Source: an optimization exercise on an open RTL-to-GDS flow (aim: small area and a short achievable clock period). Production flows keep margins and buffers that such runs may drop. Only simulation tests tie the RTL to the original design; equivalence was not proved. Power figures rest on the tool's default switching activity, not on a simulated workload.

==> v37: inputs <==
Design my_fir, start of the top module:
module my_fir
#(parameter F=10)
(
input logic                clk,
input logic                rst,
input logic signed  [15:0] filter_in,
output logic signed [31:0] filter_out
    );
clock: 6.5 ns
lec_check: 0
abc_clock_period_in_ps: 2600
cap_margin: 20
core_margin: 2
core_utilization: 60
cts_cluster_diameter: 100
cts_cluster_size: 24
place_density: 0.75
setup_slack_margin: 4.1
slew_margin: 20
synth_hierarchical: 1
standard.sh (not shown) runs the stock make flow with config.mk's settings and CLKGATE_MAP_FILE= SYNTH_SCRIPT=/design/flow/synth_recipe.tcl, a recipe that flattens the netlist after the stock synthesis.
==> flow/flow/run.sh <==
#!/bin/bash
# Standard layout, but the port buffers inserted before placement are plain
# buffers (buf_2) instead of the resizer's default delay cell; everything
# else is the standard flow (standard.sh).
export BUFFER_PORTS_ARGS="-buffer_cell sky130_fd_sc_hd__buf_2"
bash standard.sh > standard.log 2>&1
status=$?
cp standard.sh my_standard_copy.sh.txt 2>/dev/null
exit $status
==> v8 (differences from v37) <==
--- a/flow/design.v
+++ b/flow/design.v
@@ -370,16 +370,17 @@
 logic h_4322;
 logic h_4323;
 logic h_4324;
 logic h_4325;
 logic h_4326;
 logic h_4327;
 logic h_4328;
 logic [21:0] q;
+logic qs;    
 always @(posedge clk, posedge rst)
   if (rst) begin
     for (int i = 0; i < 16; i++) d[i] <= '0;
     pr2 <= 17'd0;
     pr3 <= 17'd0;
     pr4 <= 17'd0;
     pr5 <= 17'd0;
     pr6 <= 17'd0;
@@ -747,18 +748,20 @@
     h_4322 <= 1'b0;
     h_4323 <= 1'b0;
     h_4324 <= 1'b0;
     h_4325 <= 1'b0;
     h_4326 <= 1'b0;
     h_4327 <= 1'b0;
     h_4328 <= 1'b0;
     q <= '0;
+    qs <= 1'b0;
   end else begin
     d[0] <= filter_in;
+    qs <= sdup_;
     for (int i = 1; i < 16; i++) d[i] <= d[i-1];
     pr2 <= pr2_d;
     pr3 <= pr3_d;
     pr4 <= pr4_d;
     pr5 <= pr5_d;
     pr6 <= pr6_d;
     pr7 <= pr7_d;
     r0_2540 <= g692;
@@ -2650,18 +2653,20 @@
 wire s4276, c4277;
 fa_ us4276 (r1_3944, ~r1_3945, c4269, s4276, c4277);
 wire s4280, c4281;
 fa_ us4280 (~r1_3946, r1_3947, r1_3948, s4280, c4281);
 wire s4284, c4285;
 fa_ us4284 (r1_3949, ~r1_3950, c4281, s4284, c4285);
 wire [8:0] lsum_ = {1'b0, ~s4068, ~s4060, ~r1_3860, ~r1_3858, ~r1_3857, ~r1_3855, ~r1_3854, ~r1_3852} + {1'b0, 1'b0, 1'b0, ~r1_3861, ~r1_3859, 1'b0, ~r1_3856, 1'b0, ~r1_3853};
 wire [21:0] acc_;
-cpa_ ucpa_ ({lc_, h_4328, h_4326, h_4324, h_4321, h_4319, h_4316, h_4314, h_4311, h_4309, h_4307, h_4304, h_4302, h_4300, h_4298, h_4296, h_4294, h_4290, h_4327, h_4325, h_4323, h_4322, h_4320, h_4318, h_4317, h_4315, h_4313, h_4312, h_4310, h_4308, h_4306, h_4305, h_4303, h_4301, h_4299, h_4297, h_4295, h_4293, h_4292, h_4291, h_4289, h_4288}, acc_);
-assign filter_out = {{10{q[21]}}, q};
+wire pt_, gt_, sdup_;
+cpa_ ucpa_ ({lc_, h_4328, h_4326, h_4324, h_4321, h_4319, h_4316, h_4314, h_4311, h_4309, h_4307, h_4304, h_4302, h_4300, h_4298, h_4296, h_4294, h_4290, h_4327, h_4325, h_4323, h_4322, h_4320, h_4318, h_4317, h_4315, h_4313, h_4312, h_4310, h_4308, h_4306, h_4305, h_4303, h_4301, h_4299, h_4297, h_4295, h_4293, h_4292, h_4291, h_4289, h_4288}, acc_, pt_, gt_);
+x2_ usdup_ (pt_, gt_, sdup_);
+assign filter_out = {{5{qs}}, {5{q[21]}}, q};
 endmodule
 module fa_ (input logic a, input logic b, input logic c, output logic s, output logic co);
 assign s = a ^ b ^ c;
 assign co = (a & b) | (a & c) | (b & c);
 endmodule
 module anb_ (input logic a, input logic b, output logic y);
 assign y = ~a & b;
 endmodule
@@ -2748,17 +2753,17 @@
 wire p__g12_0 = p__g12_12 | (p__p12_12 & p__g11_0);
 wire p__g14_0 = p__g14_14 | (p__p14_14 & p__g13_0);
 wire p__g16_0 = p__g16_16 | (p__p16_16 & p__g15_0);
 assign p = {p__p16_16 ^ p__g15_0, p__p15_15 ^ p__g14_0, p__p14_14 ^ p__g13_0, p__p13_13 ^ p__g12_0, p__p12_12 ^ p__g11_0, p__p11_11 ^ p__g10_0, p__p10_10 ^ p__g9_0, p__p9_9 ^ p__g8_0, p__p8_8 ^ p__g7_0, p__p7_7 ^ p__g6_0, p__p6_6 ^ p__g5_0, p__p5_5 ^ p__g4_0, p__p4_4 ^ p__g3_0, p__p3_3 ^ p__g2_0, p__p2_2 ^ p__g1_0, p__p1_1 ^ p__g0_0, p__p0_0};
 endmodule
 module x2_ (input logic a, input logic b, output logic y);
 assign y = a ^ b;
 endmodule
-module cpa_ (input logic [41:0] i, output logic [21:0] y);
+module cpa_ (input logic [41:0] i, output logic [21:0] y, output logic pt, output logic gt);
 wire g0_0 = i[41];
 wire p0_0 = 1'b0;
 wire g1_1 = ~i[0] & 1'b0;
 wire p1_1 = ~i[0] ^ 1'b0;
 wire g2_2 = ~i[1] & i[24];
 wire p2_2 = ~i[1] ^ i[24];
 wire g3_3 = ~i[2] & 1'b0;
 wire p3_3 = ~i[2] ^ 1'b0;
@@ -2860,9 +2865,11 @@
 wire g12_0 = g12_12 | (p12_12 & g11_0);
 wire g14_0 = g14_14 | (p14_14 & g13_0);
 wire g16_0 = g16_16 | (p16_16 & g15_0);
 wire g18_0 = g18_18 | (p18_18 & g17_0);
 wire g20_0 = g20_20 | (p20_20 & g19_0);
 wire g22_0 = g22_22 | (p22_22 & g21_0);
 wire g24_0 = g24_24 | (p24_24 & g23_0);
 assign y = {p24_24 ^ g23_0, p23_23 ^ g22_0, p22_22 ^ g21_0, p21_21 ^ g20_0, p20_20 ^ g19_0, p19_19 ^ g18_0, p18_18 ^ g17_0, p17_17 ^ g16_0, p16_16 ^ g15_0, p15_15 ^ g14_0, p14_14 ^ g13_0, p13_13 ^ g12_0, p12_12 ^ g11_0, p11_11 ^ g10_0, p10_10 ^ g9_0, p9_9 ^ g8_0, p8_8 ^ g7_0, p7_7 ^ g6_0, p6_6 ^ g5_0, p5_5 ^ g4_0, p4_4 ^ g3_0, p3_3 ^ g2_0};
+assign pt = p24_24;
+assign gt = g23_0;
 endmodule
- CORE_UTILIZATION: 60 -> 66
- PLACE_DENSITY: 0.75 -> 0.8
==> summary.txt <==
Finish:
- The clock buffer and inverter area fraction after layout is 0.0269.

Power and ir drop:
- The overall power of the completed layout is 23.1 mW.
- The logic gate share of total power is 0.525.
- The sequential-cell power consumption is 8.31 mW.
- The power per cell area is 554 mW/mm^2.
- The switching power summed over all nets is 9.50 mW.

Synthesis:
- The share of synthesized area in the top cell type comes to 0.438.

Clocking:
- Clock-pin slew was measured on the worst setup and hold paths at 0.11 ns.

Status:
- The run finished with no timing, DRC or antenna violations.

Die:
- The height of the die is 246 um.

STA:
- Across all setup checks in the final design, the least slack found is 4.03 ns.
Source of the figures above: v8

==> summary.txt <==
Power and ir drop:
- Power spread over the standard cell area amounts to 553 mW/mm^2.
- The share of total power dissipated in combinational logic is 0.527.

Die:
- The floorplan step set the die height to 257 um.

Finish:
- Measured on the final layout, the clock distribution area share stands at 0.0266.

Status:
- The run finished with no timing, DRC or antenna violations.
Source of the figures above: v37

## separate check: timing with driven ports
Ports are ideal in the flow. The routed layouts listed here were re-timed in OpenROAD.
Step 1 sets driving cells, clkbuf_16 on the clock port and buf_2 on the other inputs (assumed; they add their load-dependent delay and slew).
Step 2, shift: input delay + t, output delay - t, t = (earliest + latest rising clock arrival at the registers) / 2. This alone moves slack from input paths to output paths.
Three values: ideal ports, drivers, drivers and shift; two values: the first two.
run | t (ns) | setup slack, ns | worst hold slack (ns) | clock arrival spread, ns | worst slew at a driven data input, ns
v37 | 0.651 | 3.990 / 3.928 / 3.767 | 0.348 / 0.348 / 0.348 | 0.041 / 0.041 | 0.03
v8 | 0.662 | 4.027 / 3.963 / 3.700 | 0.335 / 0.335 / 0.335 | 0.032 / 0.032 | 0.04
After both steps every run listed still meets setup and hold. The setup slack of v8, which loses most, moves by -0.064 ns with the drivers and by -0.327 ns with both steps. Setup slack includes reset recovery checks.
